Context: an optimization exercise on an open-source flow, tuned for small area, a short achievable clock period and few clock cycles. The choices shown serve that exercise and are no tape-out recipe.
Function was checked by simulation only, so behaviour that the tests miss may differ from the original.
Power figures rest on the tool's default switching activity, not on a simulated workload.

<file path="run.sh">
#!/bin/bash
# synth_recipe.tcl (not shown) runs the flow's synth.tcl, then flattens the netlist and writes it again
# the make line also repeats each setting of config.mk as NAME=value (left out here)
make -C /OpenROAD-flow-scripts/flow DESIGN_CONFIG=/design/flow/config.mk WORK_HOME=/design/flow/orfs CLKGATE_MAP_FILE= SYNTH_SCRIPT=/design/flow/synth_recipe.tcl finish
</file>
<file path="config.mk">
export PLATFORM = sky130hd
export DESIGN_NAME = RNN
export DESIGN_NICKNAME = RNN
export VERILOG_FILES = /design/flow/design.v
export SDC_FILE = /design/flow/constraint.sdc
export NUM_CORES = 4
export LEC_CHECK = 0
export ABC_CLOCK_PERIOD_IN_PS = 2400
export CAP_MARGIN = 20
export CORE_MARGIN = 2
export CORE_UTILIZATION = 40
export SETUP_SLACK_MARGIN = 2.6
export SLEW_MARGIN = 20
</file>
<file path="constraint.sdc">
create_clock -name core_clock -period 5.0 [get_ports {clk}]
set_input_delay 1.0000 -clock core_clock [delete_from_list [all_inputs] [get_ports {clk}]]
set_output_delay 1.0000 -clock core_clock [all_outputs]
set_load 0.01 [all_outputs]
</file>
<file path="design.v">
module RNN(clk,reset,busy,ready,i_en,idata,mdata_w,mce,mdata_r,maddr,msel);
input           clk, reset;
input           ready;
input    [31:0] idata;
input    [19:0] mdata_r;
output          busy;
output          i_en;
output          mce;
output   [16:0] maddr;
output   [19:0] mdata_w;
output    [2:0] msel;
localparam AW = 43;
localparam OP_NONE = 3'd0, OP_WS = 3'd1, OP_BIH = 3'd2, OP_BHH = 3'd3,
           OP_WIH = 3'd4, OP_WHH = 3'd5, OP_PAD = 3'd6;
localparam ST_IDLE = 3'd0, ST_START = 3'd1, ST_RUN = 3'd2, ST_DRAIN = 3'd3,
           ST_DONE = 3'd4;
reg  [2:0]  st;
reg  [2:0]  op;           
reg         last_r;       
reg  [5:0]  ph;           
reg  [5:0]  j;            
reg  [5:0]  jb;           
reg  [5:0]  n;            
reg  [5:0]  kcnt;         
reg  [1:0]  scnt;
reg  [31:0] mask;         
reg  [10:0] tcnt, tlast;
reg         tpos;         
reg         busy_r, ien_r, mce_r;
reg  [2:0]  msel_r;
reg  [16:0] maddr_r;
reg  [23:0] pq;
reg  [4:0]  pr0, pr1;
reg  [5:0]  pop;
wire [5:0]  kp = pop + 6'd8;      
reg  [17:0] H;
reg  [5:0]  jH;
reg         hv, hnew;
reg l1, la, lf1, lf2;
reg f1;
wire wr_now = mce_r & (msel_r == 3'b101);
wire wpend  = lf2 | (hv & ~wr_now);
wire [5:0] ph1 = ph + 6'd1;
wire [5:0] wj  = lf2 ? ph1 : jH;
wire inflight = l1 | la | lf1 | lf2;
reg  [4:0] ctz;
integer b;
always @* begin
    ctz = 5'd0;
    for (b = 31; b >= 0; b = b - 1)
        if (mask[b]) ctz = b;
end
wire [31:0] mask_nx = mask & (mask - 32'd1);
wire        mask_nz = |mask;
wire        mask_nx_nz = |mask_nx;
reg  [2:0]  n_st, n_op;
reg         n_last, n_busy, n_ien, n_mce, n_tpos;
reg  [2:0]  n_msel;
reg  [16:0] n_maddr;
reg  [5:0]  n_j, n_jb, n_n, n_k;
wire [5:0]  cand = ph + kp;
reg  [1:0]  n_scnt;
reg  [31:0] n_mask;
reg  [10:0] n_tcnt;
always @* begin
    n_st = st; n_op = OP_NONE; n_last = 1'b0; n_busy = busy_r; n_ien = 1'b0;
    n_mce = 1'b0; n_msel = 3'b110; n_maddr = maddr_r; n_tpos = tpos;
    n_j = j; n_jb = jb; n_n = n; n_k = kcnt; n_scnt = scnt; n_mask = mask; n_tcnt = tcnt;
    if (op == OP_WS) n_mask = idata;
    case (st)
    ST_IDLE: begin
        n_mce = 1'b1; n_msel = 3'b100;
        if (ready) begin
            n_busy = 1'b1; n_ien = 1'b1; n_st = ST_START; n_scnt = 2'd0;
            n_mce = 1'b1; n_msel = 3'b100;
        end
    end
    ST_START: begin
        n_scnt = scnt + 2'd1;
        if (scnt == 2'd3) begin
            n_st = ST_RUN; n_op = OP_WS; n_j = cand; n_jb = cand; n_n = 6'd0;
        end
    end
    ST_RUN: begin
        if (last_r || op == OP_PAD) begin
            if (op != OP_PAD && n == 6'd63) begin
                n_st = ST_DRAIN;
                if (wpend) begin
                    n_mce = 1'b1; n_msel = 3'b101; n_maddr = {tcnt, wj};
                end
            end else if (op != OP_PAD && cand == jb) begin
                n_op = OP_PAD;
                if (wpend) begin
                    n_mce = 1'b1; n_msel = 3'b101; n_maddr = {tcnt, wj};
                end
            end else begin
                n_op = OP_WS; n_j = cand; n_n = n + 6'd1;
                if (op == OP_PAD) n_jb = cand;
                if (wpend) begin
                    n_mce = 1'b1; n_msel = 3'b101; n_maddr = {tcnt, wj};
                end
            end
        end else begin
            case (op)
            OP_WS: begin
                n_op = OP_BIH; n_mce = 1'b1; n_msel = 3'b001; n_maddr = {11'd0, j};
                if (n == 6'd63 && tcnt != tlast) n_ien = 1'b1;
            end
            OP_BIH: begin
                n_op = OP_BHH; n_mce = 1'b1; n_msel = 3'b011; n_maddr = {11'd0, j};
                n_last = ~tpos & ~mask_nz;
            end
            default: begin  
                n_mce = 1'b1;
                if (mask_nz) begin
                    n_op = OP_WIH; n_msel = 3'b000; n_maddr = {6'd0, j, ctz};
                    n_mask = mask_nx; n_last = ~tpos & ~mask_nx_nz;
                end else begin
                    n_op = OP_WHH; n_msel = 3'b010; n_maddr = {5'd0, j, ph1};
                    n_k = (op == OP_WHH) ? kcnt + 6'd1 : 6'd0;
                    n_last = (op == OP_WHH) && (kcnt == 6'd62);
                end
            end
            endcase
        end
    end
    ST_DRAIN: begin
        if (wpend) begin
            n_mce = 1'b1; n_msel = 3'b101; n_maddr = {tcnt, wj};
        end
        if (!inflight && !(hv && !wr_now)) begin
            if (tcnt == tlast) begin
                n_st = ST_DONE; n_busy = 1'b0;
            end else begin
                n_st = ST_RUN; n_tcnt = tcnt + 11'd1; n_tpos = 1'b1;
                n_op = OP_WS; n_j = cand; n_jb = cand; n_n = 6'd0;
            end
        end
    end
    default: begin  
        n_busy = 1'b0;
    end
    endcase
end
always @(posedge clk) begin
    ph <= ph1;
    for (b = 0; b < 8; b = b + 1)
        pq[3*b +: 3] <= idata[4*b] + idata[4*b+1] + idata[4*b+2] + idata[4*b+3];
    pr0 <= pq[2:0] + pq[5:3] + pq[8:6] + pq[11:9];
    pr1 <= pq[14:12] + pq[17:15] + pq[20:18] + pq[23:21];
    pop <= pr0 + pr1;
    if (st == ST_START && scnt == 2'd0) tlast <= mdata_r[10:0] - 11'd1;
    st <= n_st; op <= n_op; last_r <= n_last; busy_r <= n_busy; ien_r <= n_ien;
    mce_r <= n_mce; msel_r <= n_msel; maddr_r <= n_maddr; tpos <= n_tpos;
    j <= n_j; jb <= n_jb; n <= n_n; kcnt <= n_k; scnt <= n_scnt; mask <= n_mask; tcnt <= n_tcnt;
    if (reset) begin
        ph <= 6'd0;
        st <= ST_IDLE; op <= OP_NONE; last_r <= 1'b0; busy_r <= 1'b0; ien_r <= 1'b0;
        mce_r <= 1'b1; msel_r <= 3'b100; tpos <= 1'b0; tcnt <= 11'd0;
    end
end
reg  [18*64-1:0] ra, rb;
wire [17:0] hnext = tcnt[0] ? ra[35:18] : rb[35:18];
always @(posedge clk) begin
    ra <= {(hnew & ~tcnt[0]) ? H : ra[17:0], ra[18*64-1:18]};
    rb <= {(hnew &  tcnt[0]) ? H : rb[17:0], rb[18*64-1:18]};
end
wire [17:0] hval = (n_op == OP_WHH) ? hnext : 18'h10000;
wire [18:0] hx = {hval, 1'b0};
reg  [26:0] bth_n;
integer d;
always @* begin
    for (d = 0; d < 9; d = d + 1) begin
        bth_n[3*d]   = hx[2*d+1] ^ hx[2*d];                                    
        bth_n[3*d+1] = hx[2*d+2] ? (~hx[2*d+1] & ~hx[2*d]) : (hx[2*d+1] & hx[2*d]);  
        bth_n[3*d+2] = hx[2*d+2];                                              
    end
end
reg [26:0] bth;
always @(posedge clk) bth <= bth_n;
wire [19:0] md = mdata_r;
wire [AW-1:0] pp [0:9];
genvar gi;
generate
for (gi = 0; gi < 9; gi = gi + 1) begin : G_PP
    wire one = bth[3*gi], two = bth[3*gi+1], ng = bth[3*gi+2];
    wire [20:0] sel = one ? {md[19], md} : two ? {md, 1'b0} : 21'd0;
    wire [20:0] v = sel ^ {21{ng}};
    wire [AW-1:0] row = {{(AW-21){1'b0}}, ~v[20], v[19:0]} << (2*gi);
    if (gi == 0) begin : G0
        assign pp[gi] = row;
    end else begin : GN
        assign pp[gi] = row | ({{(AW-1){1'b0}}, bth[3*(gi-1)+2]} << (2*gi-2));
    end
end
endgenerate
localparam [AW-1:0] CK = 43'h7eaaab00000;
assign pp[9] = CK | ({{(AW-1){1'b0}}, bth[26]} << 16);
wire [AW-1:0] a0 = ((pp[0])^(pp[1])^(pp[2])), a1 = ((((pp[0])&(pp[1]))|((pp[0])&(pp[2]))|((pp[1])&(pp[2]))) << 1);
wire [AW-1:0] a2 = ((pp[3])^(pp[4])^(pp[5])), a3 = ((((pp[3])&(pp[4]))|((pp[3])&(pp[5]))|((pp[4])&(pp[5]))) << 1);
wire [AW-1:0] a4 = ((pp[6])^(pp[7])^(pp[8])), a5 = ((((pp[6])&(pp[7]))|((pp[6])&(pp[8]))|((pp[7])&(pp[8]))) << 1);
wire [AW-1:0] a6 = pp[9];
wire [AW-1:0] b0 = ((a0)^(a1)^(a2)), b1 = ((((a0)&(a1))|((a0)&(a2))|((a1)&(a2))) << 1);
wire [AW-1:0] b2 = ((a3)^(a4)^(a5)), b3 = ((((a3)&(a4))|((a3)&(a5))|((a4)&(a5))) << 1);
wire [AW-1:0] b4 = a6;
wire [AW-1:0] c0 = ((b0)^(b1)^(b2)), c1 = ((((b0)&(b1))|((b0)&(b2))|((b1)&(b2))) << 1);
wire [AW-1:0] c2 = ((b3)^(b4)^(43'd0)), c3 = ((((b3)&(b4))|((b3)&(43'd0))|((b4)&(43'd0))) << 1);
reg [AW-1:0] q0, q1, q2, q3;
always @(posedge clk) begin
    q0 <= c0; q1 <= c1; q2 <= c2; q3 <= c3;
    l1 <= last_r & ~reset; f1 <= (op == OP_BIH);
end
reg  [AW-1:0] as, ac;
wire [AW-1:0] ai0 = f1 ? 43'h8000 : as;
wire [AW-1:0] ai1 = f1 ? 43'd0 : ac;
wire [AW-1:0] x0 = ((q0)^(q1)^(q2)), x1 = ((((q0)&(q1))|((q0)&(q2))|((q1)&(q2))) << 1);
wire [AW-1:0] x2 = ((q3)^(ai0)^(ai1)), x3 = ((((q3)&(ai0))|((q3)&(ai1))|((ai0)&(ai1))) << 1);
wire [AW-1:0] y0 = ((x0)^(x1)^(x2)), y1 = ((((x0)&(x1))|((x0)&(x2))|((x1)&(x2))) << 1);
wire [AW-1:0] z0 = ((y0)^(y1)^(x3)), z1 = ((((y0)&(y1))|((y0)&(x3))|((y1)&(x3))) << 1);
always @(posedge clk) begin
    as <= z0; ac <= z1;
    la <= l1 & ~reset;
end
wire [22:0] lo = as[21:0] + ac[21:0];
reg  [6:0]  lo_r;
reg  [20:0] hs, hc;
always @(posedge clk) begin
    lo_r <= lo[22:16];
    hs <= as[42:22]; hc <= ac[42:22];
    lf1 <= la & ~reset;
end
wire [20:0] hi = hs + hc + {20'd0, lo_r[6]};
reg  [26:0] r;
always @(posedge clk) begin
    r <= {hi, lo_r[5:0]};
    lf2 <= lf1 & ~reset;
end
wire sat_hi = ~r[26] & ((|r[25:17]) | (r[16] & (|r[15:0])));
wire sat_lo =  r[26] & ~(&r[25:16]);
wire [17:0] hres = sat_hi ? 18'h10000 : sat_lo ? 18'h30000 : r[17:0];
always @(posedge clk) begin
    if (lf2) begin
        H <= hres;
        jH <= ph1;
    end
    hnew <= lf2 & ~reset;
    hv <= reset ? 1'b0 : lf2 ? 1'b1 : wr_now ? 1'b0 : hv;
end
assign busy = busy_r;
assign i_en = ien_r;
assign mce = mce_r;
assign msel = msel_r;
assign maddr = maddr_r;
assign mdata_w = {{2{H[17]}}, H};
endmodule
</file>
==> results of run 1 <==
-- layer usage --
metal	up-vias	share of wire, %
li1	17400	-
met1	17100	48
met2	764	44
met3	280	4.9
met4	0	3.2
met5	-	0
-- power groups by stage --
stage	combinational [mW]	sequential [mW]	clock, mW
floorplan	3.78	24.2	0
global placement	4.77	24.4	0
detailed placement	4.83	24.4	0
CTS	5.49	24.0	21.1
global route	6.75	24.1	22.0
finish	5.99	24.0	20.5
-- state kept, by name (all words and copies together) (netlist names), 17 cells and up --
| register | count |
|---|---|
| H | 18 |
| ac | 41 |
| as | 43 |
| bth | 27 |
| hc | 21 |
| hs | 21 |
| maddr_r | 17 |
| mask | 32 |
| pq | 24 |
| q0 | 37 |
| q1 | 28 |
| q2 | 25 |
| r | 27 |
| ra | 1152 |
| rb | 1152 |
-- cell usage in the layout, fill, tap and decap left out, types with 18 or more instances in the layout --
| master | instances |
|---|---|
| dfxtp_1 | 2656 |
| clkbuf_16 | 297 |
| nand2_1 | 288 |
| inv_1 | 276 |
| fa_1 | 177 |
| ha_1 | 158 |
| buf_4 | 143 |
| xor2_1 | 126 |
| xnor2_1 | 123 |
| nor2_1 | 102 |
| buf_6 | 97 |
| o21ai_0 | 75 |
| edfxtp_1 | 72 |
| o21ai_1 | 69 |
| nor2b_1 | 67 |
| clkbuf_8 | 63 |
| fa_2 | 52 |
| clkbuf_1 | 50 |
| mux2_2 | 46 |
| a21oi_1 | 45 |
| a22oi_2 | 42 |
| inv_2 | 39 |
| buf_12 | 39 |
| clkdlybuf4s50_1 | 35 |
| dfxtp_4 | 30 |
| a22oi_1 | 29 |
| nor2b_4 | 28 |
| clkinv_2 | 28 |
| mux2i_1 | 25 |
| o21ai_2 | 24 |
| ha_4 | 24 |
| buf_2 | 24 |
| and2_1 | 22 |
| bufinv_16 | 22 |
| nand3_1 | 21 |
| nor3_1 | 21 |
| dfxtp_2 | 21 |
| a21o_1 | 18 |
-- layout make-up --
cell class                 count  area (sq um)  area share, %
multi-input combinational   1897         18200           19.7
clock inverter                68           937           1.01
clock buffer                 402          8290           8.96
timing repair buffer         379          4230           4.57
sequential                  2779         56500           61.1
tap                         2480          3100           3.35
inverter                     317          1220           1.32
antenna                        4          10.0         0.0108
-- worst max-delay path by stage --
stage,depth (start not counted),startpoint,to
final,9,st[2]$_SDFFE_PP0P_,last_r$_SDFF_PP0_
after global routing,12,mask[8]$_DFF_P_,last_r$_SDFF_PP0_
after CTS,9,mask[13]$_DFF_P_,last_r$_SDFF_PP0_
after detailed placement,8,mdata_r[10],q0[21]$_DFF_P_
after global placement,8,mdata_r[10],q0[21]$_DFF_P_
after floorplan,9,mdata_r[12],q0[12]$_DFF_P_
-- kinds of logic (layout without fill, tap and decap cells) --
family	after synthesis	count (layout)	share of synthesized area [%]
multiplexers	81	81	1.18
AND/OR/NAND/NOR	704	708	4.53
adder cells (fa/ha/maj)	418	418	9.33
other	0	4	0
XOR/XNOR	270	270	3.18
AO/OA/AOI/OAI	420	420	3.55
buffers and inverters	482	1166	2.47
flip-flops	2779	2779	75.8
-- per-stage QoR --
step	util [%]	instance area (sq um)
after floorplan	-	75600
after global placement	42.7	78900
after detailed placement	42.7	78900
after CTS	48.8	90300
after global routing	50.0	92500
final	50.0	92500
-- worst max-delay path, cell delays in order, from the launching register on --
cell	delay, ns
dfxtp_1	0.46
or3b_4	0.56
or3_1	0.37
a2111o_1	0.33
a221o_1	0.32
a2111oi_4	0.22
o2111ai_2	0.23
inv_1	0.12
a21oi_2	0.06
o311ai_2	0.22
-- timing repair --
item                                    in CTS  in global routing
endpoints found under the setup margin     312                241
resized for setup                          543                330
hold endpoints to repair                     0                  0
pin swaps                                   58                158
buffers inserted                           116                 90
cloned                                      12                 12
==> metrics.yaml, run 1 <==
setup_slack_ns: 2.03
via_per_inst: 4.27
whs_ns: 0.258
yosys.cell_count.top_type: "dfxtp_1"
pre_cts_ws_ns: 0.673
grtUsageMet2_pct: 21.0
hpwl_um: 75900
clk_pin_slew_ns: 0.06
first_pass_iters: 6
power_mw: 50.5
period_share_pct: 59.5
yosysTopAreaCellShare_pct: 72.8
status: "complete, no violations"
ys_seq_area_share_pct: 75.8
syn_inst: 5154
die_area_sq_um: 189000
dp_cells: 7622
finalHoldViolCount: 0
die_h_um: 435
grt_pass1_vias: 36300
met3_usage_pct: 3.04
drt_iter0_markers: 1830
syn_nets: 5625
hold_path_depth: 0
grt_max_degree: 36
skew_ns: 0.0706
insertion_delay_ns: 0.89
ys_seq_elements: 2779
p_int_mw: 38.8
antenna_found_initial: 1
synth.distinct_cells: 79
synth_edf_count: 72
cp-start-kind: "flip-flop"
leakage_nw: 38.4
pin_count: 98
grt_pass1_wl_um: 207000
cp.arrival_ns: 3.73
critical_path_required_ns: 5.76
rr_worst_depth: 9
layout-drive-gt1-share_pct: 21.2
tns_ns: 0
finalCriticalPeriod_ns: 2.97
h-tree-depth: 5
wirelength_um: 134000
powerDensity_nw_per_um2: 546
synthArstFlopShare_pct: 0
pwr-share-comb_pct: 11.9
nFillCells: 15500
synth_area_leaders: "dfxtp_1 (73%), fa_1 (6.2%), ha_1 (3.1%)"
max-vdd-ir-drop_v: 0.000316
setup_viol: 0
place.gp.congestion: 0.827
slew_headroom_pct: 33.0
p_switching_mw: 11.7
end_kind: "flip-flop"
syn_to_final_growth_pct: 24.3
cts_made_buffers: 279
min-delay-start: "rb[1144]$_DFF_P_"
worstSetupPathType: "reg -> reg"
cts.sinks: 2779
slew_viol_final: 0
min_path_type: "reg -> reg"
tightest_slew_ns: 1.01
initial_core_util_pct: 40.2
avgSynthCellArea_sq_um: 14.4
cts_tree: "built"
fin_cells: 8326
ys.flop_type: "dfxtp_1"
holdPathEnd: "rb[1126]$_DFF_P_"
cp_max_fo: 12
seqPwrFrac_pct: 47.5
use_met1_pct: 19.4
regToRegEndpoint: "last_r$_SDFF_PP0_"
drc: 0
num_rows: 158
clockBufferDepth: 4
fp.coreArea_sq_um: 185000
grt_usage_pct: 13.9
final_nets: 6124
io_buffers: 97
die_x_um: 435
top_usage_layer: "met2"
worst-r2r-setup-slack_ns: 2.03
overflow: 0
cts_hold_buf: 0
vias: 35600
fmax_mhz: 336
ant_nets: 0
clk_root_buffer_cell: "clkbuf_16"
yosys-top-cells-count: "dfxtp_1 (2707), inv_1 (316), nand2_1 (316)"
wire_per_inst_um: 16.1
drv_cap: 0
rsz0062_at_grt: "true"
clkPwrFrac_pct: 40.6
reg2reg_from: "st[2]$_SDFFE_PP0P_"
yosysWarningCount: 1
p_sw_share_pct: 23.2
yosysTopAreaCell: "dfxtp_1"
netlist_area_sq_um: 74400
Testbench counts, summed over its fixed seeds: cycles 424,831.
==> run 2, diff against run 1 <==
--- a/config.mk
+++ b/config.mk
@@ -11,2 +11,5 @@
 export CORE_UTILIZATION = 40
+export CTS_BUF_LIST = sky130_fd_sc_hd__clkbuf_8 sky130_fd_sc_hd__clkbuf_16
+export CTS_CLUSTER_DIAMETER = 60
+export CTS_CLUSTER_SIZE = 40
 export SETUP_SLACK_MARGIN = 2.6
==> metrics.yaml, run 2 <==
regToRegEndpoint: "bth[7]$_DFF_P_"
pin_count: 98  # unchanged
clkPwrFrac_pct: 31.4  # -9.2 points
cts_made_buffers: 135  # -52%
path_cells: "or4_4 -> nor4_4 -> buf_6 -> nand3_4 -> a21oi_2 -> o21a_1 -> nand2b_4 -> nand2_8 -> nor2_4 -> inv_2 -> ha_4 -> mux2_4"
cp-start-kind: "flip-flop"
grt_pass1_vias: 34600  # -4.6%
p_sw_share_pct: 26.4  # +3.2 points
die_h_um: 435  # unchanged
rsz0062_at_grt: "true"
grt_usage_pct: 13.6  # -0.25 points
cts.sinks: 2779  # unchanged
hpwl_um: 75900  # unchanged
period_share_pct: 59.3  # -0.18 points
reg2reg_from: "mask[6]$_DFF_P_"
first_pass_iters: 5  # -1
overflow: 0  # unchanged
end_kind: "flip-flop"
slew_headroom_pct: 33.3  # +0.30 points
cts_tree: "built"
synth_edf_count: 72  # unchanged
syn_to_final_growth_pct: 18.8
skew_ns: 0.0662  # -0.00439 ns
yosys.cell_count.top_type: "dfxtp_1"
drt_iter0_markers: 2117  # +16%
cp_max_fo: 7  # -5
leakage_nw: 36.2  # -5.6%
hold_path_depth: 0  # unchanged
setup_viol: 0  # unchanged
insertion_delay_ns: 0.82  # -0.07 ns
synthArstFlopShare_pct: 0  # unchanged
via_per_inst: 4.27  # -0.17%
min_path_type: "reg -> reg"
final_cell_mix: "dfxtp_1 (2651), inv_1 (272), nand2_1 (270)"
critical_path_required_ns: 5.71  # -0.05 ns
clk_root_buffer_cell: "clkbuf_16"
clk_pin_slew_ns: 0.12  # +0.06 ns
netlist_area_sq_um: 74400  # unchanged
grt_pass1_wl_um: 202000  # -2.2%
yosysTopAreaCellShare_pct: 72.8  # unchanged
drv_cap: 0  # unchanged
finalCriticalPeriod_ns: 2.96  # -0.00886 ns
fin_util_pct: 47.8  # -2.2 points
worst-r2r-setup-slack_ns: 2.04  # about the same
reg_top3: "ra x1152, rb x1152, as x43"
tns_ns: 0  # unchanged
p_int_mw: 32.0  # -17%
ant_nets: 0  # unchanged
io_buffers: 97  # unchanged
antenna_found_initial: 3  # +2
max-vdd-ir-drop_v: 0.000322  # +1.8%
fp.coreArea_sq_um: 185000  # unchanged
powerDensity_nw_per_um2: 492  # -9.9%
min-delay-start: "ra[520]$_DFF_P_"
layout-drive-gt1-share_pct: 19.4  # -1.8 points
slowest_stage: "or4_4"
yosys-top-cells-count: "dfxtp_1 (2707), inv_1 (316), nand2_1 (316)"
cts_hold_buf: 0  # unchanged
final_nets: 5976  # -2.4%
power_mw: 43.5  # -14%
status: "complete, no violations"
yosysTopAreaCell: "dfxtp_1"
ys_seq_elements: 2779  # unchanged
h-tree-depth: 4  # -1
fmax_mhz: 337  # +0.30%
syn_nets: 5625  # unchanged
wirelength_um: 129000  # -3.8%
synth.distinct_cells: 79  # unchanged
finalHoldViolCount: 0  # unchanged
clockBufferDepth: 3  # -1
cp.arrival_ns: 3.67  # -0.06 ns
ys.flop_type: "dfxtp_1"
slew_viol_final: 0  # unchanged
place.gp.congestion: 0.827  # unchanged
drc: 0  # unchanged
initial_core_util_pct: 40.2  # unchanged
tightest_slew_ns: 1.00  # -0.00457 ns
die_x_um: 435  # unchanged
yosysWarningCount: 1  # unchanged
pwr-share-comb_pct: 13.5  # +1.6 points
seqPwrFrac_pct: 55.1  # +7.6 points
max_stage_delay_ns: 0.57  # about the same
rr_worst_depth: 12  # +3
nFillCells: 16000  # +2.9%
synth_area_leaders: "dfxtp_1 (73%), fa_1 (6.2%), ha_1 (3.1%)"
vias: 34500  # -2.9%
grt_max_degree: 41  # +14%
num_rows: 158  # unchanged
p_switching_mw: 11.5  # -2.1%
syn_inst: 5154  # unchanged
die_area_sq_um: 189000  # unchanged
ys_seq_area_share_pct: 75.8  # unchanged
holdPathEnd: "ra[502]$_DFF_P_"
final_common_cell: "dfxtp_1"
wire_per_inst_um: 15.9  # -1.0%
worstSetupPathType: "reg -> reg"
avgSynthCellArea_sq_um: 14.4  # unchanged
## run 2: cell counts after synthesis
Identical to the previous run, type by type.
## run 2: logic make-up after synthesis
| kind of cell | synth area share, % |
|---|---|
| muxes | 1.18 |
| adders and majority gates | 9.33 |
| DFF | 75.8 |
| buffers and inverters | 2.47 |
| and+or+nand+nor | 4.53 |
| AOI/OAI and AO/OA | 3.55 |
| xor gates and xnor gates | 3.18 |
## run 2: layer usage
metal,track usage (%),wire length [um],up-vias
li1,-,-,17000
met4,5.24,4360,0
met5,0,0,-
met3,2.40,5550,215
met1,19.6,63600,16700
met2,20.4,55500,616
## run 2: layout make-up
| type | count | area [sq um] | share of cell area [%] |
|---|---|---|---|
| flip-flops and latches | 2779 | 56500 | 63.9 |
| multi-input cells | 1897 | 18300 | 20.7 |
| repair buffers | 374 | 4130 | 4.67 |
| clock buffers | 141 | 3480 | 3.94 |
| well taps | 2480 | 3100 | 3.51 |
| clock inverters | 104 | 1630 | 1.84 |
| inverters | 317 | 1220 | 1.38 |
| repair inverters | 1 | 16.3 | 0.0184 |
| diodes | 2 | 5.00 | 0.00566 |
## run 2: stage by stage
stage	cells	hold slack (ns)	worst slack (ns)	cell area (sq um)
after floorplan	5154	0.310	1.77	75600
after CTS	8035	0.292	2.04	87100
after detailed placement	7622	0.312	0.673	78900
after global routing	8093	0.291	1.95	88400
final	8095	0.296	2.04	88400
after global placement	7622	0.309	0.694	78900
## run 2: how the worst max path moves through the flow
| stage | startpoint | end |
|---|---|---|
| after global placement | mdata_r[10] | q0[21]$_DFF_P_ |
| after floorplan | mdata_r[12] | q0[12]$_DFF_P_ |
| after detailed placement | mdata_r[10] | q0[21]$_DFF_P_ |
| after global routing | mask[6]$_DFF_P_ | last_r$_SDFF_PP0_ |
| final | mask[6]$_DFF_P_ | bth[7]$_DFF_P_ |
| after CTS | mask[6]$_DFF_P_ | last_r$_SDFF_PP0_ |
## run 2: timing repair
item,CTS,global route
endpoints found under the setup margin,318,233
resized for setup,700,199
setup buffers,151,52
pin swaps,164,111
cloned,17,6
## run 2: power groups by stage
stage          clock (mW)  combinational (mW)  sequential [mW]
2_1_floorplan           0                3.78             24.2
6_report             13.7                5.86             24.0
3_3_place_gp            0                4.77             24.4
3_5_place_dp            0                4.83             24.4
4_1_cts              14.1                5.51             24.0
5_1_grt              14.9                6.62             24.1
## run 2: worst max-delay path, delay by kind of cell (launching register included)
kind,cells,cell delay [ns]
multiplexers,1,0.25
AO/OA/AOI/OAI,2,0.35
flip-flops,1,0.38
buffers and inverters,2,0.23
AND/OR/NAND/NOR,6,1.51
adder cells (fa/ha/maj),1,0.15
==> run 3, diff against run 2 <==
--- a/config.mk
+++ b/config.mk
@@ -12,4 +12,4 @@
 export CTS_BUF_LIST = sky130_fd_sc_hd__clkbuf_8 sky130_fd_sc_hd__clkbuf_16
-export CTS_CLUSTER_DIAMETER = 60
-export CTS_CLUSTER_SIZE = 40
+export CTS_CLUSTER_DIAMETER = 50
+export CTS_CLUSTER_SIZE = 30
 export SETUP_SLACK_MARGIN = 2.6
==> metrics.yaml, run 3 <==
ys.flop_type: "dfxtp_1"
whs_ns: 0.293  # -0.00296 ns
final_common_cell: "dfxtp_1"
insertion_delay_ns: 0.81  # about the same
setup_viol: 0  # unchanged
finalCriticalPeriod_ns: 3.03  # +0.0656 ns
die_h_um: 435  # unchanged
via_per_inst: 4.28  # +0.24%
yosys.cell_count.top_type: "dfxtp_1"
overflow: 0  # unchanged
yosysTopAreaCell: "dfxtp_1"
place.gp.congestion: 0.827  # unchanged
syn_inst: 5154  # unchanged
end_kind: "flip-flop"
clk_root_buffer_cell: "clkbuf_16"
cp_max_fo: 6  # -1
vias: 34900  # +1.2%
status: "complete, no violations"
fp.coreArea_sq_um: 185000  # unchanged
drt_iter0_markers: 1946  # -8.1%
drv_cap: 0  # unchanged
die_x_um: 435  # unchanged
avgSynthCellArea_sq_um: 14.4  # unchanged
antenna_found_initial: 3  # unchanged
grt_usage_pct: 13.7  # +0.12 points
tns_ns: 0  # unchanged
syn_to_final_growth_pct: 20.5
finalHoldViolCount: 0  # unchanged
worstSetupPathType: "reg -> reg"
synth.distinct_cells: 79  # unchanged
wire_per_inst_um: 16.0  # +0.34%
yosys-top-cells-count: "dfxtp_1 (2707), inv_1 (316), nand2_1 (316)"
final_nets: 6022  # +0.77%
min_path_type: "reg -> reg"
netlist_area_sq_um: 74400  # unchanged
period_share_pct: 60.6  # +1.3 points
slew_headroom_pct: 33.0  # -0.24 points
synth_area_leaders: "dfxtp_1 (73%), fa_1 (6.2%), ha_1 (3.1%)"
critPathTopFamily: "simple AND/OR/NAND/NOR gates"
clockBufferDepth: 3  # unchanged
grt_pass1_vias: 35300  # +1.8%
hpwl_um: 75900  # unchanged
crit_buf_inv: 3  # +1
cp.arrival_ns: 3.72  # +0.05 ns
wirelength_um: 131000  # +1.3%
layout-drive-gt1-share_pct: 20.7  # +1.2 points
h-tree-depth: 4  # unchanged
die_area_sq_um: 189000  # unchanged
ant_nets: 0  # unchanged
syn_nets: 5625  # unchanged
pre_cts_ws_ns: 0.673  # unchanged
fmax_mhz: 330  # -2.2%
synth_edf_count: 72  # unchanged
grt_max_degree: 36  # -12%
skew_ns: 0.0572  # -0.00899 ns
cp-start-kind: "flip-flop"
drc: 0  # unchanged
cts_tree: "built"
tightest_slew_ns: 1.00  # +0.00358 ns
initial_core_util_pct: 40.2  # unchanged
rsz0062_at_grt: "true"
first_pass_iters: 6  # +1
grt_pass1_wl_um: 204000  # +1.0%
powerDensity_nw_per_um2: 503  # +2.3%
synthArstFlopShare_pct: 0  # unchanged
path_cells: "or4_4 -> nor4_4 -> buf_6 -> nand3_4 -> a21oi_2 -> o21a_1 -> nand2b_4 -> nand2_8 -> buf_12 -> nor2_4 -> inv_2 -> ha_4 -> mux2_4"
max-vdd-ir-drop_v: 0.000314  # -2.6%
ys_seq_elements: 2779  # unchanged
worst-r2r-setup-slack_ns: 1.97  # -0.07 ns
yosysWarningCount: 1  # unchanged
num_rows: 158  # unchanged
reg_top3: "ra x1152, rb x1152, as x43"
setup_slack_ns: 1.97  # -0.0656 ns
yosysTopAreaCellShare_pct: 72.8  # unchanged
slowest_stage: "or4_4"
ys_seq_area_share_pct: 75.8  # unchanged
final_cell_mix: "dfxtp_1 (2653), nand2_1 (276), inv_1 (272)"
slew_viol_final: 0  # unchanged
pin_count: 98  # unchanged
max_stage_delay_ns: 0.57  # about the same
clk_pin_slew_ns: 0.09  # -0.03 ns
io_buffers: 97  # unchanged
cts.sinks: 2779  # unchanged
cts_made_buffers: 169  # +25%
leakage_nw: 36.9  # +1.9%
critical_path_required_ns: 5.69  # -0.02 ns
## run 3: cell types whose count changed in the layout (fill, tap and decap cells not counted), sizes merged, moves of 3 or more
| cell | before | now |
|---|---|---|
| buf | 328 | 336 |
| bufbuf | 1 | 4 |
| bufinv | 4 | 7 |
| clkbuf | 147 | 180 |
| clkinv | 43 | 56 |
| clkinvlp | 4 | 8 |
| inv | 371 | 383 |
## run 3: report_power, final
part | internal [mW] | total [mW] | switching, mW | leakage [nW]
clock network | 7.26 | 15.4 | 8.11 | 2.99
logic | 2.70 | 5.79 | 3.09 | 11.4
registers | 23.3 | 24.0 | 0.635 | 22.6
## run 3: layout make-up
| type | instances | area (sq um) |
|---|---|---|
| fillers | 15900 | 95400 |
| repair buffers | 387 | 4340 |
| flip-flops and latches | 2779 | 56500 |
| repair inverters | 1 | 16.3 |
| clock buffers | 174 | 4320 |
| inverters | 317 | 1220 |
| multi-input cells | 1896 | 18300 |
| clock inverters | 136 | 1860 |
| well taps | 2480 | 3100 |
| diodes | 2 | 5.00 |
## run 3: kinds of logic (layout without fill, tap and decap cells)
logic type               after synthesis  after routing  synth area share (%)
AO/OA/AOI/OAI                        420            420                  3.55
XOR/XNOR                             270            270                  3.18
adder cells (fa/ha/maj)              418            418                  9.33
buffers and inverters                482           1015                  2.47
flip-flops                          2779           2779                  75.8
multiplexers                          81             81                  1.18
other                                  0              2                     0
AND/OR/NAND/NOR                      704            707                  4.53
## run 3: repair_timing
action,4_1_cts,5_1_grt
pin swaps,157,120
gates cloned,18,5
hold buffers,0,0
setup endpoints to repair,318,237
resized for setup,695,205
setup buffers,154,61
## run 3: worst paths after layout
kind,startpoint,to,cells after the start
hold reg to reg,rb[663]$_DFF_P_,rb[645]$_DFF_P_,0
setup / recovery,mask[6]$_DFF_P_,bth[16]$_DFF_P_,13
hold / removal,rb[663]$_DFF_P_,rb[645]$_DFF_P_,0
setup reg to reg,mask[6]$_DFF_P_,bth[16]$_DFF_P_,13
## run 3: layer usage
layer / routed length (um) / vias up / GRT usage [%] / share of wire (%)
met1: 63900 / 16900 / 19.5 / 49
met3: 5440 / 242 / 2.59 / 4.2
li1: - / 17200 / - / -
met2: 57200 / 613 / 20.8 / 44
met5: 0 / - / 0 / 0
met4: 4240 / 0 / 5.03 / 3.2
## run 3: metrics by stage
stage,power (mW),utilization (%),cell area (sq um),cells
5_1_grt,47.3,48.4,89600,8170
6_report,45.1,48.4,89600,8172
3_3_place_gp,29.2,42.7,78900,7622
2_1_floorplan,28.0,-,75600,5154
4_1_cts,45.2,47.6,88100,8104
3_5_place_dp,29.3,42.7,78900,7622

==> re-timing with driven ports <==
The results above use ideal ports. As a check the final layouts listed here were re-extracted and re-timed, cells and wires unchanged. Step 1 assumes that a clkbuf_16 drives the clock port and a buf_2 every other input. Step 2 moves the port delays by t, midway between the first and last clock arrival at a register: inputs arrive t later, outputs are due t later. That takes back most of the time a late clock gives input paths. Three values: ideal ports, drivers, drivers and shift; two values: the first two.
| run | shift t [ns] | slack for setup (ns) | worst setup path at the end |
|---|---|---|---|
| run 1 | 0.934 | 2.027 / 2.027 / 1.268 | input to register |
| run 2 | 0.865 | 2.036 / 2.036 / 1.283 | input to register |
| run 3 | 0.869 | 1.970 / 1.970 / 1.249 | input to register |
After both steps setup and hold are still met in every run listed. For run 1, which loses most, drivers alone change the setup slack by 0.000 ns; drivers and shift together by -0.759 ns.
